Background: an optimization exercise with open tools, aiming at small area, a short achievable clock period and few clock cycles per item. Do not read the settings as production practice.
Function was checked by simulation only, so behaviour that the tests miss may differ from the original.

**design.v**
```verilog
module gcd_coprocessor #( parameter W = 16 ) (
  input clk,
  input reset,
  input operands_val,
  input [W-1:0] operands_bits_A,
  input [W-1:0] operands_bits_B,
  output operands_rdy,
  output result_val,
  output [W-1:0] result_bits,
  input result_rdy
);
  function [3:0] ctz(input [W-1:0] v);
    integer i;
    begin
      ctz = 4'd0;
      for (i = W - 1; i >= 0; i = i - 1)
        if (v[i]) ctz = i;
    end
  endfunction
  reg [W-1:0] A, B;
  reg [3:0]   k;       
  reg         fin;     
  reg         busy;
  wire [W-1:0] xab = A ^ B;
  wire eq   = ~|xab;
  wire bz   = ~|B;
  wire kz   = (k == 4'd0);
  wire stop = eq | fin;
  wire done = busy & stop & kz;
  assign result_val   = done;
  assign result_bits  = A;
  assign operands_rdy = ~busy | (done & result_rdy);
  wire load = operands_val & operands_rdy;
  wire both_even = ~A[0] & ~B[0];
  wire         sub = B[0] | bz;
  wire [W:0]   d = {1'b0, A} - {1'b0, B};
  wire         neg = d[W];
  wire [W-1:0] y = sub ? xab : B;         
  wire [3:0]   s = both_even ? 4'd1 : ctz(y);
  wire [W-1:0] f = d[W-1:0] ^ {W{neg}};   
  wire [W-1:0] g = sub ? f : B;
  wire [W-1:0] bnext = (g >> s) | {{(W-1){1'b0}}, sub & neg};
  wire swap = B[0] & (~A[0] | ~neg);
  always @(posedge clk or posedge reset) begin
    if (reset) begin
      busy <= 1'b0;
    end else if (load) begin
      busy <= 1'b1;
    end else if (done & result_rdy) begin
      busy <= 1'b0;
    end
  end
  wire a_load = load;
  wire a_shl  = ~load & busy & stop & ~kz;
  wire a_shr  = ~load & busy & ~stop & both_even;
  wire a_swp  = ~load & busy & ~stop & ~both_even & swap;
  wire a_hold = ~(a_load | a_shl | a_shr | a_swp);
  wire b_new  = ~load & busy & ~stop;
  wire b_hold = ~(load | b_new);
  wire [W-1:0] anext = ({W{a_load}} & operands_bits_A) | ({W{a_shl}} & (A << 1))
                     | ({W{a_shr}} & (A >> 1)) | ({W{a_swp}} & B) | ({W{a_hold}} & A);
  wire [W-1:0] bnext2 = ({W{load}} & operands_bits_B) | ({W{b_new}} & bnext) | ({W{b_hold}} & B);
  always @(posedge clk) begin
    A <= anext;
    B <= bnext2;
    if (load) begin
      k   <= 4'd0;
      fin <= 1'b0;
    end else if (busy) begin
      if (stop) begin
        if (!kz) begin
          k   <= k - 4'd1;
          fin <= 1'b1;
        end
      end else if (both_even) begin
        k <= k + 4'd1;
      end
    end
  end
endmodule
```
**config.mk**
```make
export PLATFORM = sky130hd
export DESIGN_NAME = gcd_coprocessor
export DESIGN_NICKNAME = gcd_coprocessor
export VERILOG_FILES = /design/flow/design.v
export SDC_FILE = /design/flow/constraint.sdc
export NUM_CORES = 4
export LEC_CHECK = 0
export CAP_MARGIN = 20
export CELL_PAD_IN_SITES_DETAIL_PLACEMENT = 0
export CELL_PAD_IN_SITES_GLOBAL_PLACEMENT = 1
export CORE_AREA = 5 5 115 115
export DIE_AREA = 0 0 120 120
export PLACE_DENSITY = 0.5
export SETUP_SLACK_MARGIN = 1.0
export SLEW_MARGIN = 20
export TNS_END_PERCENT = 5
```
**constraint.sdc**
```tcl
create_clock -name core_clock -period 5.0 [get_ports {clk}]
set_input_delay 1.0000 -clock core_clock [delete_from_list [all_inputs] [get_ports {clk}]]
set_output_delay 1.0000 -clock core_clock [all_outputs]
set_load 0.01 [all_outputs]
```
**run.sh**
```bash
#!/bin/bash
# synth_recipe.tcl (not shown) runs the flow's synth.tcl, then flattens the netlist and writes it again
# the make line also repeats each setting of config.mk as NAME=value (left out here)
make -C /OpenROAD-flow-scripts/flow DESIGN_CONFIG=/design/flow/config.mk WORK_HOME=/design/flow/orfs CLKGATE_MAP_FILE= SYNTH_SCRIPT=/design/flow/synth_recipe.tcl finish
```
==> flow_metrics.tcl, run 1 <==
set metrics [dict create \
    die_x_microns 120 \
    cap_violations 0 \
    cts_buffers 5 \
    required_ns 4.00 \
    status "timing/DRC/antenna clean" \
    slew_headroom 0.366 \
    hp-class "reg -> reg" \
    synth_area_sq_um 4290 \
    netlist_instances 564 \
    grt_usage 0.238 \
    area_delta_synth_final_pct 21.1 \
    ys_seq_area_frac 0.179 \
    crit_path_max_fanout 8 \
    endpoint "operands_rdy" \
    ant_nets 0 \
    yosys-top-cells-count "68 x nand2_1, 37 x dfxtp_1, 31 x a21oi_1" \
    antenna_found_initial 0 \
    clockBufferDepth 2 \
    diodes 0 \
    rsz0062_at_grt "true" \
    grt_start_max_net_pins 26 \
    slowest_delay_ns 0.59 \
    finalHoldViolCount 0 \
    startpoint "B[8]" \
    grt_pass1_wl_microns 26800 \
    fin_skew_ns 0.00303 \
    fin_crit_ns 3.89 \
    grt-ovfl-total 0 \
    tns_ns 0 \
    drt_wl_total_microns 16900 \
    io_pins 54 \
    cp.arrival_ns 2.89 \
    grt_pass1_vias 4581 \
    yosys.area.top_type "dfxtp_1" \
    cts_hold_buf 0 \
    fp-row-count 40 \
    cp_slowest_cell "dfxtp_1" \
    htreeDepth 2 \
    place.port_buffers 53 \
    cts-root-buf "clkbuf_16" \
    synth_seq_cells 38 \
    syn_nets 621 \
    crit_buf_inv 3 \
    cts.sinks 38 \
    path_cells "inv_1 -> ha_1 -> nand4_1 -> buf_4 -> o41ai_4 -> nand3_1 -> nand2_1 -> clkdlybuf4s50_1" \
    clk_pin_slew_ns 0.06 \
    post_dp_cell_area_sq_um 4970 \
    yosysMostFrequentCell "nand2_1" \
    fmax_mhz 257 \
    worstMarginPinSlew_ns 0.944 \
    r2r_cells 12 \
    cp_top_family "buffers and inverters" \
    viasPerCell 6.19 \
    insertion_delay_ns 0.30 \
    setup_viol 0 \
    nNetsFinal 667 \
    start_util 0.358 \
    seq_area_sq_um 774 \
    setup_ws_ns 1.11 \
    route.detailed.drc 0 \
    cp-start-kind "flop" \
    core_area_sq_um 12000 \
    yosys_warnings 1 \
    cts_tree "built" \
    die-area_sq_um 14400 \
    period_share 0.779 \
    synth_ff_type "dfxtp_1" \
    routabilityCongestion 0.902 \
    worstSetupEndpointType "primary output" \
    wl_per_cell_microns 22.3 \
    crit_type "reg -> out" \
    finish.instance_area_sq_um 5190 \
    multi_input_area_sq_um 3260 \
    cp_num_cells 8 \
    dp_hpwl_microns 13300 \
    nFillCells 1247 \
    yosys.area.top_type_share 0.173 \
    synth_edf_count 0 \
    drt-pass1-iter-count 5 \
    pre_cts_ws_ns 0.754 \
    die_h_microns 120 \
    synthArstFlopShare 0.0263 \
    syn_avg_cell_area_sq_um 7.60 \
    ys_types 79 \
    worstReg2RegEnd "B[8]" \
    drv_slew 0 \
    yosys-top-cells-area "dfxtp_1 17%, nand2_1 6.0%, mux2i_1 5.6%" \
    r2r_slack_ns 1.17 \
    first_iter_violations 454 \
    r2r-start "B[15]" \
    vias 4691 \
    drive_gt1_frac 0.108 \
]
[layer usage]
metal  global-route usage  vias up  wire length, microns
li1                     -     2257                     -
met1                0.330     2231                  7770
met2                0.369      177                  7660
met3               0.0410       26                   935
met4               0.0852        0                   533
met5                    0        -                     0
[flip-flops by register name, indices dropped and copies added, names as in the netlist]
register	count
B	16
busy	1
fin	1
A	16
k	4
[layout by cell type (no fill, tap or decap), types with 15 or more instances in the layout]
master and count:
o21ai_0 24, and3_1 16, nor3_1 15, mux2i_1 24, a21oi_1 30, nand3_1 25
buf_4 23, nor2_1 29, a222oi_1 15, ha_1 17, clkdlybuf4s50_1 53, dfxtp_1 32
nand2_1 68, inv_1 28
[worst register-to-register path, stage by stage (launching register included)]
cell and delay (ns):
dfxtp_1 0.53, inv_1 0.15, ha_1 0.41, a21oi_1 0.34
o21a_1 0.35, mux2i_1 0.12, a41oi_1 0.21, or3b_2 0.50
nand3_1 0.11, a21boi_0 0.26, o21ai_0 0.15, mux2i_1 0.39
o221ai_1 0.19
[stage by stage]
stage	hold slack, ns	util	std cells
2_1_floorplan	0.458	-	564
3_5_place_dp	0.485	0.416	747
3_3_place_gp	0.476	0.416	747
6_report	0.489	0.434	758
4_1_cts	0.493	0.431	758
5_1_grt	0.517	0.434	758
[worst min-delay path by stage]
stage               endpoint  cells after the start  from  slack, ns
global placement        k[3]                      2  k[3]       0.48
finish                  k[3]                      2  k[3]       0.49
floorplan               k[3]                      2  k[3]       0.46
global route            k[3]                      2  k[3]       0.52
CTS                     k[3]                      2  k[3]       0.49
detailed placement      k[3]                      2  k[3]       0.48
[repair_timing]
| item | 4_1_cts | 5_1_grt |
|---|---|---|
| gates resized for setup | 3 | 11 |
| hold endpoints to repair | 0 | 0 |
| pin swaps | 3 | 2 |
| endpoints found under the setup margin | 4 | 31 |
| setup buffers | 3 | 0 |
[cell type report]
type / count / share of cell area
Multi-Input combinational cell: 460 / 0.629
Sequential cell: 38 / 0.149
Tap cell: 147 / 0.0355
Inverter: 29 / 0.0217
Clock inverter: 2 / 0.00241
Clock buffer: 6 / 0.0268
Timing Repair Buffer: 76 / 0.136
[logic make-up after synthesis]
kind of cell | synth area share
AO/OA/AOI/OAI | 0.309
flip-flops | 0.179
XOR/XNOR | 0.0450
multiplexers | 0.0753
AND/OR/NAND/NOR | 0.255
buffers and inverters | 0.0724
adder cells (fa/ha/maj) | 0.0648
Testbench counts, summed over its fixed seeds: cycles 6,282, items 512.
==> run 2: changes to the inputs <==
--- a/design.v
+++ b/design.v
@@ -62,2 +62,7 @@
   wire [W-1:0] bnext2 = ({W{load}} & operands_bits_B) | ({W{b_new}} & bnext) | ({W{b_hold}} & B);
+  wire k_dec = a_shl;
+  wire k_inc = a_shr;
+  wire [3:0] knext = ({4{k_dec}} & (k - 4'd1)) | ({4{k_inc}} & (k + 4'd1))
+                   | ({4{~load & ~k_dec & ~k_inc}} & k);
+  wire finnext = ~load & (fin | a_shl);
   always @(posedge clk) begin
@@ -65,15 +70,4 @@
     B <= bnext2;
-    if (load) begin
-      k   <= 4'd0;
-      fin <= 1'b0;
-    end else if (busy) begin
-      if (stop) begin
-        if (!kz) begin
-          k   <= k - 4'd1;
-          fin <= 1'b1;
-        end
-      end else if (both_even) begin
-        k <= k + 4'd1;
-      end
-    end
+    k   <= knext;
+    fin <= finnext;
   end
==> flow/run.sh (new file) <==
#!/bin/bash
# The standard layout (the standard.sh on all ORFS steps), with the port
# buffers that global placement inserts made the smallest buffer cell
# (sky130_fd_sc_hd__buf_1) instead of the delay buffer buffer_ports picks by
# itself. Every input and output port still gets its own buffer.
set -euo pipefail
export BUFFER_PORTS_ARGS="-buffer_cell sky130_fd_sc_hd__buf_1"
bash standard.sh > run_standard.log 2>&1
==> standard.sh (new file) <==
#!/bin/bash
# synth_recipe.tcl (not shown) runs the flow's synth.tcl, then flattens the netlist and writes it again
# the make line also repeats each setting of config.mk as NAME=value (left out here)
make -C /OpenROAD-flow-scripts/flow DESIGN_CONFIG=/design/flow/config.mk WORK_HOME=/design/flow/orfs CLKGATE_MAP_FILE= SYNTH_SCRIPT=/design/flow/synth_recipe.tcl "${@:-finish}"
--- a/config.mk
+++ b/config.mk
@@ -7,2 +7,3 @@
 export LEC_CHECK = 0
+export ABC_AREA = 1
 export CAP_MARGIN = 20
@@ -13,3 +14,3 @@
 export PLACE_DENSITY = 0.5
-export SETUP_SLACK_MARGIN = 1.0
+export SETUP_SLACK_MARGIN = 1.3
 export SLEW_MARGIN = 20
removed: run.sh
==> flow_metrics.tcl, run 2 <==
set metrics [dict create \
    synthAdderAreaFrac 0.0668 \
    yosys.area.top_type "dfxtp_1" \
    period_share 0.693 \
    viasPerCell 5.34 \
    die_h_microns 120 \
    cts-root-buf "clkbuf_16" \
    syn_nets 690 \
    synth-simple-area-share 0.359 \
    r2r_cells 19 \
    drt_wl_total_microns 15400 \
    mostFrequentLayoutCell "nand2_1" \
    grt_pass1_wl_microns 23500 \
    nNetsFinal 733 \
    worstMarginPinSlew_ns 0.747 \
    worstReg2RegEnd "B[2]" \
    routabilityCongestion 0.892 \
    insertion_delay_ns 0.28 \
    ant_nets 0 \
    hold_end "fin" \
    cts_buffers 5 \
    utilization 0.365 \
    worstSetupEndpointType "primary output" \
    grt_usage 0.210 \
    drv_slew 0 \
    syn_avg_cell_area_sq_um 6.09 \
    clk_pin_slew_ns 0.06 \
    ys_seq_area_frac 0.198 \
    yosys-top-cells-area "dfxtp_1 19%, nand2_1 17%, nand3_1 8.8%" \
    route.detailed.drc 0 \
    tns_ns 0 \
    htreeDepth 2 \
    hold_depth 2 \
    finalHoldViolCount 0 \
    cts.sinks 38 \
    r2r-start "B[9]" \
    synth_area_sq_um 3860 \
    synthArstFlopShare 0.0263 \
    cts_tree "built" \
    cap_violations 0 \
    die-area_sq_um 14400 \
    drt-pass1-iter-count 5 \
    core_area_sq_um 12000 \
    mostFrequentLayoutCells "171 x nand2_1, 81 x inv_1, 68 x nand3_1" \
    largest_registers "A: 16 flops, B: 16 flops, k: 4 flops" \
    die_x_microns 120 \
    dp_hpwl_microns 12700 \
    r2r_slack_ns 1.55 \
    area_delta_synth_final_pct 12.9 \
    synth_top_family_by_area "simple AND/OR/NAND/NOR gates" \
    place.port_buffers 53 \
    fin_skew_ns 0.00525 \
    first_iter_violations 301 \
    yosysMostFrequentCell "nand2_1" \
    synthXorXnorAreaFrac 0.0408 \
    synth_edf_count 0 \
    hp-class "reg -> reg" \
    crit_type "reg -> out" \
    rsz0062_at_grt "true" \
    postCtsSetupBuffers 0 \
    numPlacedInstances 817 \
    setup_viol 0 \
    drive_gt1_frac 0.0767 \
    fp-row-count 40 \
    synth_seq_cells 38 \
    vias 4402 \
    synth_compound_area_frac 0.219 \
    fin_crit_ns 3.46 \
    cts_hold_buf 0 \
    crit_path_max_fanout 6 \
    grt-ovfl-total 0 \
    yosys-top-cells-count "171 x nand2_1, 82 x inv_1, 68 x nand3_1" \
    wl_per_cell_microns 18.6 \
    synth_ff_type "dfxtp_1" \
    antenna_found_initial 0 \
    fmax_mhz 289 \
    grt_pass1_vias 4235 \
    cp.arrival_ns 2.46 \
    post_layout_nonfiller_instances 825 \
    slew_headroom 0.502 \
    netlist_instances 634 \
    start_util 0.323 \
    hold_start "fin" \
    synth.area.mux_share 0 \
    status "timing/DRC/antenna clean" \
    yosys_warnings 1 \
    cp-start-kind "flop" \
    io_pins 54 \
    clockBufferDepth 2 \
    grt_start_max_net_pins 26 \
    yosys.area.top_type_share 0.192 \
    ys_types 44 \
    required_ns 4.00 \
    diodes 0 \
]
==> run 2: cell families (layout without fill, tap and decap cells) <==
kind of cell    after synthesis  in the layout
simple gates                319            319
compound gates              131            131
buf+inv                     108            152
flops                        38             38
fa+ha+maj                    20             20
xor+xnor                     18             18
==> run 2: worst max-delay path by stage <==
stage	startpoint	slack (ns)	cells after the start	end
6_report	B[2]	1.54	11	operands_rdy
5_1_grt	B[4]	1.29	28	B[6]
4_1_cts	B[10]	1.29	18	A[12]
3_5_place_dp	B[10]	0.99	18	A[9]
3_3_place_gp	B[10]	0.97	18	A[4]
2_1_floorplan	A[0]	2.20	21	B[0]
==> run 2: layer usage <==
layer / GRT usage / routed length (microns)
met5: 0 / 0
met4: 0.101 / 691
met3: 0.0292 / 600
met2: 0.330 / 6650
met1: 0.283 / 7410
==> run 2: final cells by class <==
class,count,area (sq um)
fillers,1391,7600
multi-input cells,488,2700
flip-flops and latches,38,768
inverters,90,340
repair buffers,54,206
well taps,147,184
clock buffers,5,125
clock inverters,3,40.0
==> run 2: worst max-delay path, stage by stage (launching register included) <==
cell and delay (ns):
dfxtp_1 0.46, inv_1 0.11, ha_1 0.43, nand2_1 0.10, nor4_1 0.24, nand2_1 0.16
nand2_1 0.14, nand2_1 0.06, nor2_1 0.11, a21oi_1 0.13, inv_1 0.09, buf_1 0.15
==> run 2: timing repair <==
action | 4_1_cts | 5_1_grt
endpoints found under the hold margin | 0 | 0
resized for setup | 2 | 13
cloned | 0 | 0
setup endpoints to repair | 16 | 34
==> run 2: per-stage QoR <==
step,instance area (sq um),worst slack (ns),hold slack (ns)
after floorplan,3860,2.20,0.432
after global placement,4150,0.972,0.443
after detailed placement,4150,0.987,0.453
after CTS,4320,1.29,0.461
after global routing,4360,1.29,0.476
final,4360,1.54,0.455
Testbench counts of run 2, summed over its fixed seeds: cycles 6,282, items 512.
==> run 3: changes to the inputs <==
--- a/config.mk
+++ b/config.mk
@@ -14,3 +14,3 @@
 export PLACE_DENSITY = 0.5
-export SETUP_SLACK_MARGIN = 1.3
+export SETUP_SLACK_MARGIN = 1.5
 export SLEW_MARGIN = 20
==> flow_metrics.tcl, run 3 <==
set metrics [dict create \
    path_cells "inv_1 -> ha_2 -> nand2_1 -> nor2_1 -> inv_1 -> nor2_2 -> nand2_1 -> nand2_2 -> nand2_1 -> nor2_1 -> a21oi_1 -> inv_1 -> buf_1" \
    insertion_delay_ns 0.29 \
    ys_types 44 \
    yosys.area.top_type_share 0.192 \
    slowest_delay_ns 0.42 \
    fp-row-count 40 \
    ant_nets 0 \
    drt_wl_total_microns 15400 \
    fin_skew_ns 0.00693 \
    hold_end "fin" \
    cp_top_family "simple AND/OR/NAND/NOR gates" \
    r2r_cells 19 \
    drt-pass1-iter-count 5 \
    setup_viol 0 \
    first_iter_violations 299 \
    status "timing/DRC/antenna clean" \
    cp.arrival_ns 2.41 \
    worstMarginPinSlew_ns 0.661 \
    area_delta_synth_final_pct 16.1 \
    cap_violations 0 \
    grt_usage 0.211 \
    mostFrequentLayoutCells "169 x nand2_1, 79 x inv_1, 68 x nand3_1" \
    slew_headroom 0.558 \
    synth-simple-area-share 0.359 \
    clk_pin_slew_ns 0.06 \
    hold_start "fin" \
    cts-root-buf "clkbuf_16" \
    numPlacedInstances 817 \
    synth_top_family_by_area "simple AND/OR/NAND/NOR gates" \
    viasPerCell 5.32 \
    htreeDepth 2 \
    route.detailed.drc 0 \
    netlist_instances 634 \
    drv_slew 0 \
    yosys-top-cells-count "171 x nand2_1, 82 x inv_1, 68 x nand3_1" \
    vias 4416 \
    die_h_microns 120 \
    rsz0062_at_grt "true" \
    drive_gt1_frac 0.110 \
    routabilityCongestion 0.892 \
    dp_hpwl_microns 12700 \
    clockBufferDepth 2 \
    mostFrequentLayoutCell "nand2_1" \
    synthXorXnorAreaFrac 0.0408 \
    cp_slowest_cell "ha_2" \
    die_x_microns 120 \
    worstSetupEndpointType "primary output" \
    syn_avg_cell_area_sq_um 6.09 \
    hp-class "reg -> reg" \
    die-area_sq_um 14400 \
    finalHoldViolCount 0 \
    syn_nets 690 \
    cp-start-kind "flop" \
    yosys-top-cells-area "dfxtp_1 19%, nand2_1 17%, nand3_1 8.8%" \
    antenna_found_initial 0 \
    grt_start_max_net_pins 26 \
    synthAdderAreaFrac 0.0668 \
    post_layout_nonfiller_instances 830 \
    diodes 0 \
    yosysMostFrequentCell "nand2_1" \
    crit_type "reg -> out" \
    fmax_mhz 294 \
    io_pins 54 \
    r2r-start "B[2]" \
    period_share 0.681 \
    required_ns 4.00 \
    fin_crit_ns 3.41 \
    crit_buf_inv 4 \
    hold_depth 2 \
    worstReg2RegEnd "B[2]" \
    nFillCells 1388 \
    largest_registers "A: 16 flops, B: 16 flops, k: 4 flops" \
    synth_compound_area_frac 0.219 \
    synth_area_sq_um 3860 \
    r2r_slack_ns 1.70 \
    grt_pass1_vias 4233 \
    synth.area.mux_share 0 \
    synthArstFlopShare 0.0263 \
    nNetsFinal 738 \
    wl_per_cell_microns 18.6 \
    ys_seq_area_frac 0.198 \
    tns_ns 0 \
    grt-ovfl-total 0 \
    start_util 0.323 \
    grt_pass1_wl_microns 23500 \
    crit_path_max_fanout 7 \
    place.port_buffers 53 \
    synth_seq_cells 38 \
    yosys_warnings 1 \
    cts.sinks 38 \
    cts_buffers 5 \
    yosys.area.top_type "dfxtp_1" \
    cts_tree "built" \
    core_area_sq_um 12000 \
    synth_edf_count 0 \
    synth_ff_type "dfxtp_1" \
]
## run 3: kinds of logic after synthesis
group | Yosys count
AOI/OAI and AO/OA | 131
xor gates and xnor gates | 18
adders and majority gates | 20
buffers and inverters | 108
DFF | 38
and+or+nand+nor | 319
## run 3: tightest hold or removal path: stages (launching register included)
cell	delay, ns
dfxtp_1	0.29
inv_1	0.07
a21oi_1	0.06
## run 3: area by class of cell
class	count	area (sq um)	area share
clock inverter	3	40.0	0.00893
timing repair buffer	59	244	0.0544
clock buffer	5	125	0.0279
multi-input combinational	488	2770	0.617
sequential	38	774	0.173
tap	147	184	0.0410
inverter	90	348	0.0776
## run 3: repair_timing
action,CTS,global route
setup buffers,0,5
hold buffers,0,0
gates resized for setup,7,29
cloned,0,0
pin swaps,0,1
setup endpoints to repair,28,34
## run 3: worst max path at each step
stage | startpoint | to | cells past startpoint
after global placement | B[10] | A[4] | 18
after CTS | B[5] | operands_rdy | 11
after detailed placement | B[10] | A[9] | 18
after global routing | B[12] | operands_rdy | 13
final | B[13] | operands_rdy | 13
after floorplan | A[0] | B[0] | 21
## run 3: layer usage
layer	part of all wire	global-route usage
met5	0	0
met1	0.48	0.284
met2	0.43	0.330
met3	0.039	0.0292
met4	0.050	0.102
## run 3: stage by stage
stage               utilization  hold WS, ns  instance area, sq um  setup WS [ns]
floorplan                     -        0.432                  3860           2.20
global placement          0.347        0.443                  4150          0.972
detailed placement        0.347        0.453                  4150          0.987
CTS                       0.362        0.461                  4320           1.52
global route              0.375        0.495                  4480           1.41
finish                    0.375        0.474                  4480           1.59
==> run 4: changes to the inputs <==
--- a/config.mk
+++ b/config.mk
@@ -16,2 +16 @@
 export SLEW_MARGIN = 20
-export TNS_END_PERCENT = 5
==> flow_metrics.tcl, run 4 <==
set metrics [dict create \
    drt-pass1-iter-count 5 \
    grt-ovfl-total 0 \
    start_util 0.323 \
    wl_per_cell_microns 18.6 \
    hp-class "reg -> reg" \
    largest_registers "A: 16 flops, B: 16 flops, k: 4 flops" \
    diodes 0 \
    nNetsFinal 738 \
    crit_path_max_fanout 7 \
    die-area_sq_um 14400 \
    ant_nets 0 \
    mostFrequentLayoutCell "nand2_1" \
    yosys-top-cells-area "dfxtp_1 19%, nand2_1 17%, nand3_1 8.8%" \
    core_area_sq_um 12000 \
    yosys_warnings 1 \
    nFillCells 1385 \
    status "timing/DRC/antenna clean" \
    cp.arrival_ns 2.35 \
    route.detailed.drc 0 \
    cts_hold_buf 0 \
    clk_pin_slew_ns 0.06 \
    post_layout_nonfiller_instances 830 \
    die_x_microns 120 \
    worstSetupEndpointType "primary output" \
    synth_seq_cells 38 \
    cp-start-kind "flop" \
    ys_seq_area_frac 0.198 \
    syn_avg_cell_area_sq_um 6.09 \
    cts-root-buf "clkbuf_16" \
    slew_headroom 0.543 \
    io_pins 54 \
    viasPerCell 5.35 \
    required_ns 4.00 \
    cts_buffers 5 \
    crit_type "reg -> out" \
    synthArstFlopShare 0.0263 \
    drv_slew 0 \
    fin_crit_ns 3.35 \
    drt_wl_total_microns 15500 \
    worstMarginPinSlew_ns 0.683 \
    htreeDepth 2 \
    drive_gt1_frac 0.117 \
    tns_ns 0 \
    vias 4437 \
    grt_start_max_net_pins 26 \
    fmax_mhz 299 \
    yosys-top-cells-count "171 x nand2_1, 82 x inv_1, 68 x nand3_1" \
    finalHoldViolCount 0 \
    place.port_buffers 53 \
    cap_violations 0 \
    yosys.area.top_type_share 0.192 \
    fin_skew_ns 0.00706 \
    dp_hpwl_microns 12700 \
    ys_types 44 \
    grt_pass1_vias 4233 \
    clockBufferDepth 2 \
    yosys.area.top_type "dfxtp_1" \
    first_iter_violations 326 \
    synth_edf_count 0 \
    syn_nets 690 \
    area_delta_synth_final_pct 17.2 \
    numPlacedInstances 817 \
    rsz0062_at_grt "true" \
    netlist_instances 634 \
    synth_ff_type "dfxtp_1" \
    fp-row-count 40 \
    antenna_found_initial 0 \
    synth_area_sq_um 3860 \
    yosysMostFrequentCell "nand2_1" \
    cts.sinks 38 \
    insertion_delay_ns 0.29 \
    mostFrequentLayoutCells "168 x nand2_1, 79 x inv_1, 68 x nand3_1" \
    setup_viol 0 \
    routabilityCongestion 0.892 \
    period_share 0.669 \
    utilization 0.378 \
    grt_usage 0.211 \
    cts_tree "built" \
    die_h_microns 120 \
    grt_pass1_wl_microns 23500 \
]
## run 4: cell families (layout without fill, tap and decap cells)
family | count (synthesis) | after routing | synth area share
AO/OA/AOI/OAI | 131 | 131 | 0.219
buffers and inverters | 108 | 157 | 0.116
flip-flops | 38 | 38 | 0.198
adder cells (fa/ha/maj) | 20 | 20 | 0.0668
AND/OR/NAND/NOR | 319 | 319 | 0.359
XOR/XNOR | 18 | 18 | 0.0408
## run 4: final cells by class
type                       count  area [sq um]  share of cell area
multi-input combinational    488          2810               0.621
sequential                    38           774               0.171
inverter                      90           348              0.0768
timing repair buffer          59           244              0.0539
tap                          147           184              0.0406
clock buffer                   5           125              0.0276
clock inverter                 3          40.0             0.00884
## run 4: path summary, 6_finish.rpt
kind / slack [ns] / to / cells after the start / startpoint
worst max-delay path: 1.65 / operands_rdy / 13 / B[13]
worst min-delay path: 0.47 / fin / 2 / fin
worst max register to register: 1.70 / B[2] / 19 / A[0]
worst min register to register: 0.47 / fin / 2 / fin
max in group asynchronous: 4.40 / busy / 2 / reset
min in group asynchronous: 0.51 / busy / 2 / reset
## run 4: metrics by stage
step                area [sq um]  hold slack (ns)  setup WS [ns]
floorplan                   3860            0.432           2.20
global placement            4150            0.443          0.972
detailed placement          4150            0.453          0.987
CTS                         4320            0.461           1.52
global route                4530            0.495           1.46
finish                      4530            0.474           1.65
## run 4: worst max-delay path, stage by stage (launching register included)
cell and delay (ns):
dfxtp_1 0.37, inv_1 0.15, ha_2 0.42, nand2_1 0.07, nor2_1 0.10, inv_1 0.06
nor2_2 0.15, nand2_2 0.11, nand2_2 0.10, nand2_1 0.05, nor2_1 0.11, a21oi_1 0.13
inv_1 0.09, buf_1 0.15
## run 4: timing repair
action | CTS | global route
cloned | 0 | 0
gates resized for setup | 7 | 37
hold endpoints to repair | 0 | 0
setup buffers | 0 | 5
endpoints found under the setup margin | 28 | 34
pin swaps | 0 | 1
## run 4: metal layers
metal,track usage,wire length [microns]
met5,0,0
met4,0.102,689
met3,0.0292,608
met2,0.330,6710
met1,0.284,7460
==> run 5: changes to the inputs <==
--- a/config.mk
+++ b/config.mk
@@ -11,6 +11,7 @@
 export CELL_PAD_IN_SITES_GLOBAL_PLACEMENT = 1
-export CORE_AREA = 5 5 115 115
-export DIE_AREA = 0 0 120 120
-export PLACE_DENSITY = 0.5
+export CORE_AREA = 5 5 95 95
+export DIE_AREA = 0 0 100 100
+export PLACE_DENSITY = 0.85
 export SETUP_SLACK_MARGIN = 1.5
 export SLEW_MARGIN = 20
+export TNS_END_PERCENT = 5
==> flow_metrics.tcl, run 5 <==
set metrics [dict create \
    cts-root-buf "clkbuf_8" \
    cap_violations 0 \
    nNetsFinal 741 \
    cts_tree "built" \
    core_area_sq_um 7810 \
    vias 4527 \
    fp-row-count 32 \
    mostFrequentLayoutCell "nand2_1" \
    ys_types 44 \
    drive_gt1_frac 0.106 \
    mostFrequentLayoutCells "170 x nand2_1, 79 x inv_1, 68 x nand3_1" \
    ant_nets 0 \
    setup_viol 0 \
    crit_path_max_fanout 7 \
    yosys-top-cells-count "171 x nand2_1, 82 x inv_1, 68 x nand3_1" \
    wl_per_cell_microns 17.5 \
    drv_slew 0 \
    seq_area_sq_um 776 \
    grt_pass1_vias 4162 \
    netlist_instances 634 \
    multi_input_area_sq_um 2760 \
    synth_edf_count 0 \
    r2r-start "B[2]" \
    place.port_buffers 53 \
    antenna_found_initial 0 \
    startpoint "B[13]" \
    finalHoldViolCount 0 \
    syn_avg_cell_area_sq_um 6.09 \
    die_x_microns 100 \
    worst_hold_slack_ns 0.474 \
    fmax_mhz 296 \
    clk_pin_slew_ns 0.08 \
    area_delta_synth_final_pct 13.0 \
    viasPerCell 5.74 \
    die-area_sq_um 10000 \
    grt_pass1_wl_microns 21500 \
    grt_usage 0.271 \
    syn_nets 690 \
    route.detailed.drc 0 \
    slew_headroom 0.561 \
    yosys_warnings 1 \
    worstSetupEndpointType "primary output" \
    status "timing/DRC/antenna clean" \
    cts.sinks 38 \
    grt_start_max_net_pins 28 \
    worstMarginPinSlew_ns 0.657 \
    r2r_cells 19 \
    required_ns 4.00 \
    fin_skew_ns 0.00595 \
    grt-ovfl-total 0 \
    hold_start "fin" \
    synth_seq_cells 38 \
    yosysMostFrequentCell "nand2_1" \
    met3WireLength_microns 1020 \
    start_util 0.495 \
    die_h_microns 100 \
    largest_registers "A: 16 flops, B: 16 flops, k: 4 flops" \
    period_share 0.675 \
    yosys.area.top_type_share 0.192 \
    yosys.area.top_type "dfxtp_1" \
    cts_hold_buf 0 \
    clockBufferDepth 2 \
    wl_met2_microns 6330 \
    endpoint "operands_rdy" \
    drt_wl_total_microns 13800 \
    io_pins 54 \
    top_layer "met4" \
    yosys-top-cells-area "dfxtp_1 19%, nand2_1 17%, nand3_1 8.8%" \
    routabilityCongestion 0.966 \
    first_iter_violations 386 \
    hp-class "reg -> reg" \
    cp.arrival_ns 2.37 \
    ys_seq_area_frac 0.198 \
    fin_crit_ns 3.37 \
    worstReg2RegEnd "B[2]" \
    nFillCells 808 \
    htreeDepth 2 \
    dp_hpwl_microns 11100 \
    rsz0062_at_grt "true" \
    crit_type "reg -> out" \
    insertion_delay_ns 0.29 \
    synthArstFlopShare 0.0263 \
    synth_ff_type "dfxtp_1" \
    r2r_slack_ns 1.70 \
    synth_area_sq_um 3860 \
    drt-pass1-iter-count 5 \
    tns_ns 0 \
    met1Wirelength_microns 6060 \
    diodes 0 \
    cp-start-kind "flop" \
    cts_buffers 5 \
]
==> run 5: cell counts after synthesis <==
No cell type changed its count.
==> run 5: cell type report <==
| class | instances | area share |
|---|---|---|
| clock inverter | 1 | 0.00172 |
| sequential | 38 | 0.178 |
| multi-input combinational | 488 | 0.632 |
| tap | 102 | 0.0292 |
| clock buffer | 7 | 0.0175 |
| inverter | 90 | 0.0811 |
| timing repair buffer | 62 | 0.0611 |
==> run 5: metrics by stage <==
| step | util | area (sq um) | setup slack, ns | instances |
|---|---|---|---|---|
| floorplan | - | 3860 | 2.20 | 634 |
| global placement | 0.524 | 4090 | 1.12 | 772 |
| global route | 0.559 | 4360 | 1.34 | 788 |
| CTS | 0.535 | 4180 | 1.51 | 780 |
| finish | 0.559 | 4360 | 1.63 | 788 |
| detailed placement | 0.524 | 4090 | 1.20 | 772 |
==> run 5: cell families after synthesis <==
group,count (synthesis),share of synthesized area
compound gates,131,0.219
xor+xnor,18,0.0408
fa+ha+maj,20,0.0668
buf+inv,108,0.116
flops,38,0.198
simple gates,319,0.359
==> run 5: worst max-delay path: stages, from the launching register on <==
cell and delay, ns:
dfxtp_1 0.37, inv_1 0.14, ha_2 0.41, nand2_1 0.07
nor2_1 0.10, inv_1 0.07, nor2_2 0.15, nand2_1 0.14
nand2_1 0.13, nand2_1 0.07, nor2_1 0.11, a21oi_1 0.10
inv_1 0.08, buf_1 0.15
==> run 5: routing by layer <==
metal,GRT usage,vias up
li1,-,2231
met1,0.374,2042
met2,0.438,227
met3,0.0354,27
met4,0.0881,0
met5,0,-
==> run 5: timing repair <==
item                       4_1_cts  5_1_grt
resized for setup                3       30
setup endpoints to repair       20       29
buffers inserted                 0        8
pin swaps                        0        1
==> run 5: worst min path at each step <==
stage / depth (start not counted) / endpoint
after global placement: 2 / fin
after floorplan: 2 / fin
after CTS: 2 / fin
after global routing: 2 / busy
after detailed placement: 2 / fin
final: 2 / fin
==> run 6: changes to the inputs <==
--- a/config.mk
+++ b/config.mk
@@ -14,3 +14,3 @@
 export PLACE_DENSITY = 0.85
-export SETUP_SLACK_MARGIN = 1.5
+export SETUP_SLACK_MARGIN = 1.7
 export SLEW_MARGIN = 20
==> flow_metrics.tcl, run 6 <==
set metrics [dict create \
    status "timing/DRC/antenna clean" \
    cp-start-kind "flop" \
    yosys.area.top_type_share 0.192 \
    grt_usage 0.273 \
    cts_hold_buf 0 \
    viasPerCell 5.84 \
    yosys.area.top_type "dfxtp_1" \
    yosys-top-cells-count "171 x nand2_1, 82 x inv_1, 68 x nand3_1" \
    ys_seq_area_frac 0.198 \
    drt_wl_total_microns 14300 \
    drv_slew 0 \
    route.detailed.drc 0 \
    netlist_instances 634 \
    die_x_microns 100 \
    cp.arrival_ns 2.27 \
    diodes 0 \
    yosys_warnings 1 \
    mostFrequentLayoutCell "nand2_1" \
    ys_types 44 \
    wl_per_cell_microns 17.8 \
    required_ns 4.00 \
    grt_pass1_vias 4190 \
    synth_ff_type "dfxtp_1" \
    fin_skew_ns 0.00821 \
    crit_type "reg -> out" \
    worstSetupEndpointType "primary output" \
    grt_start_max_net_pins 28 \
    die-area_sq_um 10000 \
    synthArstFlopShare 0.0263 \
    yosysMostFrequentCell "nand2_1" \
    drive_gt1_frac 0.157 \
    drt-pass1-iter-count 5 \
    largest_registers "A: 16 flops, B: 16 flops, k: 4 flops" \
    cts_buffers 5 \
    yosys-top-cells-area "dfxtp_1 19%, nand2_1 17%, nand3_1 8.8%" \
    antenna_found_initial 0 \
    cts-root-buf "clkbuf_8" \
    start_util 0.495 \
    finalHoldViolCount 0 \
    first_iter_violations 394 \
    vias 4674 \
    worstMarginPinSlew_ns 0.656 \
    synth_area_sq_um 3860 \
    slew_headroom 0.562 \
    cap_violations 0 \
    core_area_sq_um 7810 \
    fin_crit_ns 3.27 \
    fmax_mhz 306 \
    synth_edf_count 0 \
    cts.sinks 38 \
    rsz0062_at_grt "true" \
    grt-ovfl-total 0 \
    crit_path_max_fanout 6 \
    ant_nets 0 \
    mostFrequentLayoutCells "166 x nand2_1, 77 x inv_1, 68 x nand3_1" \
    fp-row-count 32 \
    cts_tree "built" \
    period_share 0.654 \
    syn_nets 690 \
    synth_seq_cells 38 \
    dp_hpwl_microns 11100 \
    setup_viol 0 \
    tns_ns 0 \
    grt_pass1_wl_microns 21600 \
    clockBufferDepth 2 \
    hp-class "reg -> reg" \
    area_delta_synth_final_pct 19.7 \
    routabilityCongestion 0.966 \
    htreeDepth 2 \
    place.port_buffers 53 \
    insertion_delay_ns 0.30 \
    nNetsFinal 754 \
    clk_pin_slew_ns 0.08 \
    io_pins 54 \
    die_h_microns 100 \
    syn_avg_cell_area_sq_um 6.09 \
]
## run 6: cell counts after synthesis
No cell type changed its count.
## run 6: layout make-up
type | instances | area [sq um]
fill | 784 | 3190
multi-input combinational | 490 | 2930
sequential | 38 | 779
inverter | 90 | 352
timing repair buffer | 73 | 350
tap | 102 | 128
clock buffer | 7 | 76.3
clock inverter | 1 | 7.51
## run 6: kinds of logic (layout without fill, tap and decap cells)
| kind of cell | after synthesis | after routing | share of synthesized area |
|---|---|---|---|
| AND/OR/NAND/NOR | 319 | 321 | 0.359 |
| buffers and inverters | 108 | 171 | 0.116 |
| AO/OA/AOI/OAI | 131 | 131 | 0.219 |
| flip-flops | 38 | 38 | 0.198 |
| adder cells (fa/ha/maj) | 20 | 20 | 0.0668 |
| XOR/XNOR | 18 | 18 | 0.0408 |
## run 6: routing by layer
layer  global-route usage  share of wire
met5                    0              0
met4               0.0881          0.031
met3               0.0396          0.075
met2                0.442           0.46
met1                0.372           0.43
## run 6: final timing paths
check / start / slack (ns) / cells after the start / endpoint
worst max-delay path: B[2] / 1.73 / 11 / operands_rdy
worst min-delay path: fin / 0.49 / 2 / fin
worst max register to register: B[5] / 1.77 / 18 / B[1]
worst min register to register: fin / 0.49 / 2 / fin
max in group asynchronous: reset / 4.41 / 2 / busy
min in group asynchronous: reset / 0.50 / 2 / busy
## run 6: critical path: stages (launching register included)
cell,delay (ns)
dfxtp_2,0.41
inv_1,0.08
ha_2,0.39
nand2_1,0.13
nor4_4,0.25
nand2_2,0.12
nand2_2,0.11
nand2_1,0.07
nor2_2,0.14
a21oi_2,0.08
inv_1,0.07
buf_2,0.13
## run 6: stage by stage
step	setup WS, ns	utilization	cell area [sq um]	cells	hold WS, ns
detailed placement	1.20	0.524	4090	772	0.460
global route	1.61	0.592	4620	801	0.507
global placement	1.12	0.524	4090	772	0.457
floorplan	2.20	-	3860	634	0.432
finish	1.73	0.592	4620	801	0.487
CTS	1.61	0.541	4220	780	0.473
## run 6: repair_timing
action | CTS | global route
endpoints found under the setup margin | 35 | 34
resized for setup | 13 | 53
gates cloned | 0 | 2
pin swaps | 0 | 9
buffers inserted | 0 | 19
endpoints found under the hold margin | 0 | 0
==> run 7: changes to the inputs <==
--- a/config.mk
+++ b/config.mk
@@ -11,6 +11,6 @@
 export CELL_PAD_IN_SITES_GLOBAL_PLACEMENT = 1
-export CORE_AREA = 5 5 95 95
-export DIE_AREA = 0 0 100 100
-export PLACE_DENSITY = 0.85
-export SETUP_SLACK_MARGIN = 1.7
+export CORE_AREA = 5 5 85 85
+export DIE_AREA = 0 0 90 90
+export PLACE_DENSITY = 0.65
+export SETUP_SLACK_MARGIN = 1.3
 export SLEW_MARGIN = 20
==> flow_metrics.tcl, run 7 <==
set metrics [dict create \
    status "did not finish" \
    haltStage "3_1_place_gp_skip_io" \
    stop_error "[ERROR GPL-0301] Utilization 100.578 % exceeds 100%." \
    syn_nets 690 \
    syn_avg_cell_area_sq_um 6.09 \
    yosys.area.top_type_share 0.192 \
    yosys-top-cells-count "171 x nand2_1, 82 x inv_1, 68 x nand3_1" \
    ys_seq_area_frac 0.198 \
    synth_ff_type "dfxtp_1" \
    yosysMostFrequentCell "nand2_1" \
    die_h_microns 90 \
    netlist_instances 634 \
    yosys.area.top_type "dfxtp_1" \
    synth_area_sq_um 3860 \
    yosys-top-cells-area "dfxtp_1 19%, nand2_1 17%, nand3_1 8.8%" \
    ys_types 44 \
    yosys_warnings 1 \
    die_x_microns 90 \
    fp-row-count 29 \
    synth_edf_count 0 \
    synthArstFlopShare 0.0263 \
    start_util 0.615 \
    synth_seq_cells 38 \
]
run 7: cell counts after synthesis:
No cell type changed its count.
run 7: cells by family after synthesis:
family / Yosys count / share of synthesized area
adders and majority gates: 20 / 0.0668
xor gates and xnor gates: 18 / 0.0408
buffers and inverters: 108 / 0.116
AOI/OAI and AO/OA: 131 / 0.219
DFF: 38 / 0.198
and+or+nand+nor: 319 / 0.359
==> run 8: changes to the inputs <==
--- a/config.mk
+++ b/config.mk
@@ -11,7 +11,6 @@
 export CELL_PAD_IN_SITES_GLOBAL_PLACEMENT = 1
-export CORE_AREA = 5 5 85 85
-export DIE_AREA = 0 0 90 90
-export PLACE_DENSITY = 0.65
-export SETUP_SLACK_MARGIN = 1.3
+export CORE_AREA = 4 4 88 88
+export DIE_AREA = 0 0 92 92
+export PLACE_DENSITY = 0.9
+export SETUP_SLACK_MARGIN = 1.5
 export SLEW_MARGIN = 20
-export TNS_END_PERCENT = 5
==> flow_metrics.tcl, run 8 <==
set metrics [dict create \
    rsz0062_at_grt "false" \
    nFillCells 707 \
    crit_type "reg -> reg" \
    setup_viol 0 \
    grt_start_max_net_pins 26 \
    fin_crit_ns 3.33 \
    clockBufferDepth 2 \
    slew_headroom 0.569 \
    fp-row-count 30 \
    synth_area_sq_um 3860 \
    first_iter_violations 453 \
    fin_skew_ns 0.00772 \
    mostFrequentLayoutCells "170 x nand2_1, 77 x inv_1, 68 x nand3_1" \
    cp-start-kind "flop" \
    start_util 0.565 \
    cts-root-buf "clkbuf_8" \
    hold_depth 2 \
    io_pins 54 \
    die_x_microns 92 \
    finish.instance_area_sq_um 4340 \
    status "timing/DRC/antenna clean" \
    synth_seq_cells 38 \
    fmax_mhz 300 \
    r2r_slack_ns 1.67 \
    htreeDepth 2 \
    cp.arrival_ns 3.54 \
    core_area_sq_um 6830 \
    viasPerCell 5.79 \
    required_ns 5.21 \
    netlist_instances 634 \
    yosys-top-cells-count "171 x nand2_1, 82 x inv_1, 68 x nand3_1" \
    crit_path_max_fanout 13 \
    post_dp_cell_area_sq_um 4080 \
    vias 4491 \
    cts_hold_buf 0 \
    ant_nets 0 \
    tns_ns 0 \
    dp_hpwl_microns 10500 \
    drt_wl_total_microns 13200 \
    finalHoldViolCount 0 \
    yosys_warnings 1 \
    ys_types 44 \
    nNetsFinal 734 \
    area_delta_synth_final_pct 12.5 \
    yosys.area.top_type "dfxtp_1" \
    cts_tree "built" \
    grt-ovfl-total 0 \
    yosys-top-cells-area "dfxtp_1 19%, nand2_1 17%, nand3_1 8.8%" \
    drive_gt1_frac 0.0972 \
    drt-pass1-iter-count 8 \
    clk_pin_slew_ns 0.08 \
    wl_per_cell_microns 17.0 \
    cts_buffers 5 \
    die_h_microns 92 \
    insertion_delay_ns 0.30 \
    drv_slew 0 \
    yosysMostFrequentCell "nand2_1" \
    largest_registers "A: 16 flops, B: 16 flops, k: 4 flops" \
    hp-class "reg -> reg" \
    antenna_found_initial 0 \
    synth_ff_type "dfxtp_1" \
    routabilityCongestion 1.01 \
    cap_violations 0 \
    ys_seq_area_frac 0.198 \
    synth_edf_count 0 \
    r2r_cells 15 \
    place.port_buffers 53 \
    worstMarginPinSlew_ns 0.639 \
    syn_nets 690 \
    grt_pass1_vias 4147 \
    worstSetupEndpointType "flop" \
    syn_avg_cell_area_sq_um 6.09 \
    grt_pass1_wl_microns 20700 \
    period_share 0.666 \
    yosys.area.top_type_share 0.192 \
    synthArstFlopShare 0.0263 \
    route.detailed.drc 0 \
    die-area_sq_um 8460 \
    cts.sinks 38 \
    grt_usage 0.307 \
    mostFrequentLayoutCell "nand2_1" \
    diodes 0 \
]
## run 8: cell counts after synthesis
No cell type changed its count.
## run 8: per-layer routing
layer  share of wire  routed length (microns)  track usage  vias up
li1                -                        -            -     2212
met1            0.43                     5720        0.411     2029
met2            0.46                     6100        0.497      219
met3           0.073                      967       0.0459       31
met4           0.032                      426        0.119        0
met5               0                        0            0        -
## run 8: critical path, stage by stage, from the launching register on
cell and delay (ns):
dfxtp_1 0.34, inv_1 0.11, ha_1 0.15, inv_1 0.06
fa_1 0.44, a21oi_1 0.32, o21ai_2 0.14, nand2_1 0.09
nand2_2 0.12, inv_1 0.15, nand2_1 0.06, nand2_1 0.26
clkinvlp_4 0.32, nor2_2 0.29, inv_2 0.16, o21ai_0 0.22
## run 8: stage by stage
step                      utilization  setup WS (ns)  std cells  hold slack, ns
after floorplan                     -           2.20        634           0.432
after global placement          0.598           1.24        766           0.442
after detailed placement        0.598           1.29        766           0.455
after CTS                       0.610           1.55        774           0.466
after global routing            0.636           1.48        775           0.488
final                           0.636           1.67        775           0.462
## run 8: what timing repair did
item                                    in CTS  in global routing
endpoints found under the setup margin      14                 33
gates resized for setup                      3                 34
hold endpoints to repair                     0                  0
pin swaps                                    0                  2
buffers inserted                             0                  1
## run 8: final timing paths
| path | end | startpoint |
|---|---|---|
| max in group asynchronous | busy | reset |
| hold / removal | fin | fin |
| min in group asynchronous | busy | reset |
| setup reg to reg | A[2] | A[0] |
| hold reg to reg | fin | fin |
| setup / recovery | A[2] | A[0] |
## run 8: logic make-up (layout without fill, tap and decap cells)
family                   count (synthesis)  count (layout)  synth area share
adder cells (fa/ha/maj)                 20              20            0.0668
buffers and inverters                  108             153             0.116
flip-flops                              38              38             0.198
AND/OR/NAND/NOR                        319             319             0.359
XOR/XNOR                                18              18            0.0408
AO/OA/AOI/OAI                          131             131             0.219
## run 8: final cells by class
class                      count  area [sq um]  area share
multi-input combinational    488          2800       0.645
sequential                    38           772       0.178
inverter                      90           354      0.0815
timing repair buffer          55           214      0.0493
tap                           96           120      0.0276
clock buffer                   7          76.3      0.0176
clock inverter                 1          7.51     0.00173
==> run 9: changes to the inputs <==
--- a/config.mk
+++ b/config.mk
@@ -11,6 +11,6 @@
 export CELL_PAD_IN_SITES_GLOBAL_PLACEMENT = 1
-export CORE_AREA = 4 4 88 88
-export DIE_AREA = 0 0 92 92
-export PLACE_DENSITY = 0.9
-export SETUP_SLACK_MARGIN = 1.5
+export CORE_AREA = 5 5 95 95
+export DIE_AREA = 0 0 100 100
+export PLACE_DENSITY = 0.85
+export SETUP_SLACK_MARGIN = 1.6
 export SLEW_MARGIN = 20
==> flow_metrics.tcl, run 9 <==
set metrics [dict create \
    status "timing/DRC/antenna clean" \
    r2r-start "B[3]" \
    synth.area.mux_share 0 \
    numPlacedInstances 772 \
    synthArstFlopShare 0.0263 \
    cap_violations 0 \
    fin_skew_ns 0.00743 \
    wl_per_cell_microns 17.7 \
    mostFrequentLayoutCells "168 x nand2_1, 78 x inv_1, 68 x nand3_1" \
    worstSetupEndpointType "flop" \
    r2r_slack_ns 1.73 \
    hp-class "reg -> reg" \
    ant_nets 0 \
    crit_type "reg -> reg" \
    yosys-top-cells-count "171 x nand2_1, 82 x inv_1, 68 x nand3_1" \
    finalHoldViolCount 0 \
    start_util 0.495 \
    drt-pass1-iter-count 6 \
    htreeDepth 2 \
    synth_compound_area_frac 0.219 \
    clockBufferDepth 2 \
    io_pins 54 \
    core_area_sq_um 7810 \
    die_x_microns 100 \
    largest_registers "A: 16 flops, B: 16 flops, k: 4 flops" \
    netlist_instances 634 \
    die-area_sq_um 10000 \
    drt_wl_total_microns 14100 \
    synth_top_family_by_area "simple AND/OR/NAND/NOR gates" \
    tns_ns 0 \
    fmax_mhz 305 \
    fin_crit_ns 3.27 \
    required_ns 5.23 \
    cts.sinks 38 \
    area_delta_synth_final_pct 16.9 \
    grt_pass1_vias 4166 \
    startpoint "B[3]" \
    route.detailed.drc 0 \
    insertion_delay_ns 0.29 \
    crit_path_max_fanout 13 \
    syn_avg_cell_area_sq_um 6.09 \
    die_h_microns 100 \
    cts_buffers 5 \
    cp.arrival_ns 3.51 \
    grt-ovfl-total 0 \
    synth_ff_type "dfxtp_1" \
    vias 4620 \
    hold_start "fin" \
    fp-row-count 32 \
    antenna_found_initial 0 \
    ys_seq_area_frac 0.198 \
    syn_nets 690 \
    rsz0062_at_grt "false" \
    mostFrequentLayoutCell "nand2_1" \
    routabilityCongestion 0.966 \
    synth_area_sq_um 3860 \
    drv_slew 0 \
    synthXorXnorAreaFrac 0.0408 \
    yosys-top-cells-area "dfxtp_1 19%, nand2_1 17%, nand3_1 8.8%" \
    yosysMostFrequentCell "nand2_1" \
    diodes 0 \
    period_share 0.655 \
    cts-root-buf "clkbuf_8" \
    slew_headroom 0.564 \
    yosys.area.top_type "dfxtp_1" \
    cts_tree "built" \
    synth_seq_cells 38 \
    dp_hpwl_microns 11100 \
    yosys.area.top_type_share 0.192 \
    place.port_buffers 53 \
    drive_gt1_frac 0.138 \
    post_layout_nonfiller_instances 798 \
    first_iter_violations 309 \
    synthAdderAreaFrac 0.0668 \
    setup_viol 0 \
    cts_hold_buf 0 \
    grt_usage 0.271 \
    synth_edf_count 0 \
    synth-simple-area-share 0.359 \
    ys_types 44 \
    worstMarginPinSlew_ns 0.653 \
    worst_hold_slack_ns 0.489 \
    viasPerCell 5.79 \
    clk_pin_slew_ns 0.08 \
    cp-start-kind "flop" \
    grt_pass1_wl_microns 21500 \
    yosys_warnings 1 \
    grt_start_max_net_pins 28 \
    nNetsFinal 751 \
]
[run 9: worst paths after layout]
path | end | cells after the start
min in group asynchronous | busy | 2
max reg2reg | B[1] | 18
min | fin | 2
min reg2reg | fin | 2
max in group asynchronous | busy | 2
max | B[1] | 18
[run 9: timing repair]
action                     CTS  global route
gates cloned                 0             2
buffers inserted             0            16
pin swaps                    0             7
setup endpoints to repair   31            33
hold endpoints to repair     0             0
gates resized for setup     10            39
[run 9: critical path: stages, from the launching register on]
cell and delay [ns]:
dfxtp_1 0.42, inv_1 0.07, ha_1 0.37, a21oi_1 0.12
o21ai_1 0.20, a21oi_2 0.07, o21ai_2 0.20, nand2_1 0.09
nand2_2 0.17, nor2_2 0.08, inv_2 0.19, nor2_1 0.07
nor3_1 0.38, inv_1 0.11, o211ai_1 0.24, nand3_1 0.14
nand3_1 0.10, nand3_1 0.10, nand2_1 0.09
[run 9: cells by family after synthesis]
logic type / Yosys count
XOR/XNOR: 18
buffers and inverters: 108
adder cells (fa/ha/maj): 20
AND/OR/NAND/NOR: 319
flip-flops: 38
AO/OA/AOI/OAI: 131
[run 9: layer usage]
layer  up-vias  global-route usage  wire, microns
li1       2254                   -              -
met1      2136               0.374           6280
met2       200               0.440           6440
met3        30              0.0354            948
met4         0              0.0881            432
met5         -                   0              0
[run 9: cell type report]
type	instances	area [sq um]
sequential	38	778
tap	102	128
inverter	90	354
timing repair buffer	70	328
multi-input combinational	489	2840
timing repair inverter	1	5.00
clock inverter	1	7.51
clock buffer	7	76.3
fill	797	3290
[run 9: metrics by stage]
step | setup WS [ns] | util | area (sq um)
2_1_floorplan | 2.20 | - | 3860
3_3_place_gp | 1.12 | 0.524 | 4090
3_5_place_dp | 1.20 | 0.524 | 4090
4_1_cts | 1.61 | 0.539 | 4210
5_1_grt | 1.52 | 0.578 | 4510
6_report | 1.73 | 0.578 | 4510
==> run 10: changes to the inputs <==
--- a/config.mk
+++ b/config.mk
@@ -14,3 +14,3 @@
 export PLACE_DENSITY = 0.85
-export SETUP_SLACK_MARGIN = 1.6
+export SETUP_SLACK_MARGIN = 1.4
 export SLEW_MARGIN = 20
==> flow_metrics.tcl, run 10 <==
set metrics [dict create \
    grt_start_max_net_pins 28 \
    route.detailed.drc 0 \
    setup_viol 0 \
    worstSetupEndpointType "flop" \
    cts-root-buf "clkbuf_8" \
    start_util 0.495 \
    synth_ff_type "dfxtp_1" \
    clockBufferDepth 2 \
    synth_area_sq_um 3860 \
    mostFrequentLayoutCells "170 x nand2_1, 80 x inv_1, 68 x nand3_1" \
    nFillCells 826 \
    yosys-top-cells-count "171 x nand2_1, 82 x inv_1, 68 x nand3_1" \
    mostFrequentLayoutCell "nand2_1" \
    htreeDepth 2 \
    clk_pin_slew_ns 0.08 \
    vias 4509 \
    fin_skew_ns 0.00814 \
    met3WireLength_microns 872 \
    cp_common_cell "nand2_1" \
    synth_seq_cells 38 \
    drive_gt1_frac 0.0878 \
    drt_wl_total_microns 13700 \
    drv_slew 0 \
    top_layer "met4" \
    fp-row-count 32 \
    place.port_buffers 53 \
    ant_nets 0 \
    path_cells "inv_1 -> ha_1 -> a21oi_1 -> nor2_1 -> a211oi_1 -> o21ai_0 -> a21oi_1 -> nand2_2 -> xor2_1 -> xnor2_1 -> a21boi_0 -> nand2_1 -> nand2_1 -> nand3_1 -> o21ai_0 -> nand2_1 -> nand2_1" \
    tns_ns 0 \
    fmax_mhz 291 \
    first_iter_violations 335 \
    rsz0062_at_grt "true" \
    cts.sinks 38 \
    cts_hold_buf 0 \
    met1Wirelength_microns 6150 \
    drt-pass1-iter-count 7 \
    viasPerCell 5.74 \
    grt_pass1_wl_microns 21500 \
    antenna_found_initial 0 \
    worstMarginPinSlew_ns 0.641 \
    slowest_delay_ns 0.40 \
    synth_edf_count 0 \
    syn_nets 690 \
    routabilityCongestion 0.966 \
    yosys.area.top_type_share 0.192 \
    crit_path_max_fanout 5 \
    syn_avg_cell_area_sq_um 6.09 \
    nNetsFinal 738 \
    wl_per_cell_microns 17.4 \
    die_x_microns 100 \
    required_ns 5.24 \
    die-area_sq_um 10000 \
    die_h_microns 100 \
    ys_types 44 \
    finalHoldViolCount 0 \
    setup_ws_ns 1.56 \
    status "timing/DRC/antenna clean" \
    synthArstFlopShare 0.0263 \
    yosys-top-cells-area "dfxtp_1 19%, nand2_1 17%, nand3_1 8.8%" \
    netlist_instances 634 \
    period_share 0.688 \
    area_delta_synth_final_pct 11.0 \
    wl_met2_microns 6180 \
    core_area_sq_um 7810 \
    dp_hpwl_microns 11100 \
    cp-start-kind "flop" \
    grt-ovfl-total 0 \
    yosys_warnings 1 \
    cp_slowest_cell "a21boi_0" \
    crit_type "reg -> reg" \
    diodes 0 \
    yosys.area.top_type "dfxtp_1" \
    io_pins 54 \
    slew_headroom 0.572 \
    insertion_delay_ns 0.29 \
    pre_cts_ws_ns 1.20 \
    grt_pass1_vias 4162 \
    fin_crit_ns 3.44 \
    largest_registers "A: 16 flops, B: 16 flops, k: 4 flops" \
    yosysMostFrequentCell "nand2_1" \
    cts_buffers 5 \
    cap_violations 0 \
    hp-class "reg -> reg" \
    cts_tree "built" \
    cp.arrival_ns 3.68 \
    grt_usage 0.271 \
    ys_seq_area_frac 0.198 \
]
## run 10: cell counts after synthesis
No cell type changed its count.
## run 10: per-stage QoR
step	area, sq um	hold slack, ns	util	instances
2_1_floorplan	3860	0.432	-	634
3_3_place_gp	4090	0.457	0.524	772
6_report	4290	0.474	0.549	785
5_1_grt	4290	0.506	0.549	785
3_5_place_dp	4090	0.460	0.524	772
4_1_cts	4180	0.473	0.535	780
## run 10: cells by family after synthesis
logic type      synth area share
compound gates             0.219
fa+ha+maj                 0.0668
simple gates               0.359
buf+inv                    0.116
flops                      0.198
xor+xnor                  0.0408
## run 10: path summary, 6_finish.rpt
check	startpoint	endpoint	slack, ns	depth (start not counted)
max	B[9]	B[6]	1.56	17
min	fin	fin	0.47	2
max reg2reg	B[9]	B[6]	1.56	17
min reg2reg	fin	fin	0.47	2
max in group asynchronous	reset	busy	4.41	2
min in group asynchronous	reset	busy	0.50	2
## run 10: repair_timing
item | in CTS | in global routing
setup buffers | 0 | 4
endpoints found under the setup margin | 13 | 28
pin swaps | 0 | 1
resized for setup | 3 | 18
gates cloned | 0 | 1
## run 10: area by class of cell
type	instances	area, sq um	area share
clock buffers	7	76.3	0.0178
clock inverters	1	7.51	0.00175
inverters	90	350	0.0817
multi-input cells	488	2710	0.633
flip-flops and latches	38	772	0.180
well taps	102	128	0.0298
repair buffers	58	236	0.0552
repair inverters	1	5.00	0.00117
## run 10: layer usage
metal | GRT usage | vias to the layer above
met5 | 0 | -
li1 | - | 2229
met1 | 0.374 | 2069
met3 | 0.0354 | 31
met4 | 0.0881 | 0
met2 | 0.438 | 180
## run 10: worst max-delay path: cells and delay by family (launching register included)
family	cells	cell delay [ns]
fa+ha+maj	1	0.39
xor+xnor	2	0.35
simple gates	7	0.78
compound gates	6	1.41
buf+inv	1	0.12
flops	1	0.33

static timing again, ports no longer ideal:
How much do the figures lean on ideal ports? The routed layouts below were timed once more, with nothing changed but the port constraints.
Step 1: set_driving_cell puts a clkbuf_16 on clk and a buf_2 on each other input, an assumption about the parent block.
Step 2 also shifts input and output timing later by t, the mid clock arrival at the registers, as if the neighbouring blocks saw the same clock.
Slacks: no drivers / after step 1 / after step 2; pairs: no drivers / after step 1.
| run | shift t [ns] | slack for setup (ns) | hold slack, ns | worst setup path after step 2 | latest minus earliest clock arrival (ns) |
|---|---|---|---|---|---|
| run 1 | 0.337 | 1.105 / 1.066 / 1.169 | 0.489 / 0.489 / 0.489 | register to register | 0.003 / 0.003 |
| run 2 | 0.316 | 1.536 / 1.502 / 1.547 | 0.455 / 0.455 / 0.455 | register to register | 0.005 / 0.005 |
| run 3 | 0.318 | 1.593 / 1.560 / 1.700 | 0.474 / 0.474 / 0.474 | register to register | 0.007 / 0.007 |
| run 4 | 0.319 | 1.654 / 1.620 / 1.703 | 0.474 / 0.474 / 0.474 | register to register | 0.007 / 0.007 |
| run 5 | 0.320 | 1.625 / 1.594 / 1.701 | 0.474 / 0.474 / 0.474 | register to register | 0.006 / 0.006 |
| run 6 | 0.323 | 1.729 / 1.697 / 1.766 | 0.487 / 0.487 / 0.487 | register to register | 0.008 / 0.008 |
| run 8 | 0.323 | 1.670 / 1.661 / 1.670 | 0.462 / 0.462 / 0.462 | register to register | 0.007 / 0.008 |
| run 9 | 0.322 | 1.726 / 1.723 / 1.726 | 0.489 / 0.489 / 0.489 | register to register | 0.008 / 0.008 |
| run 10 | 0.321 | 1.558 / 1.558 / 1.558 | 0.474 / 0.474 / 0.474 | register to register | 0.008 / 0.009 |
After both steps every run listed still meets setup and hold.
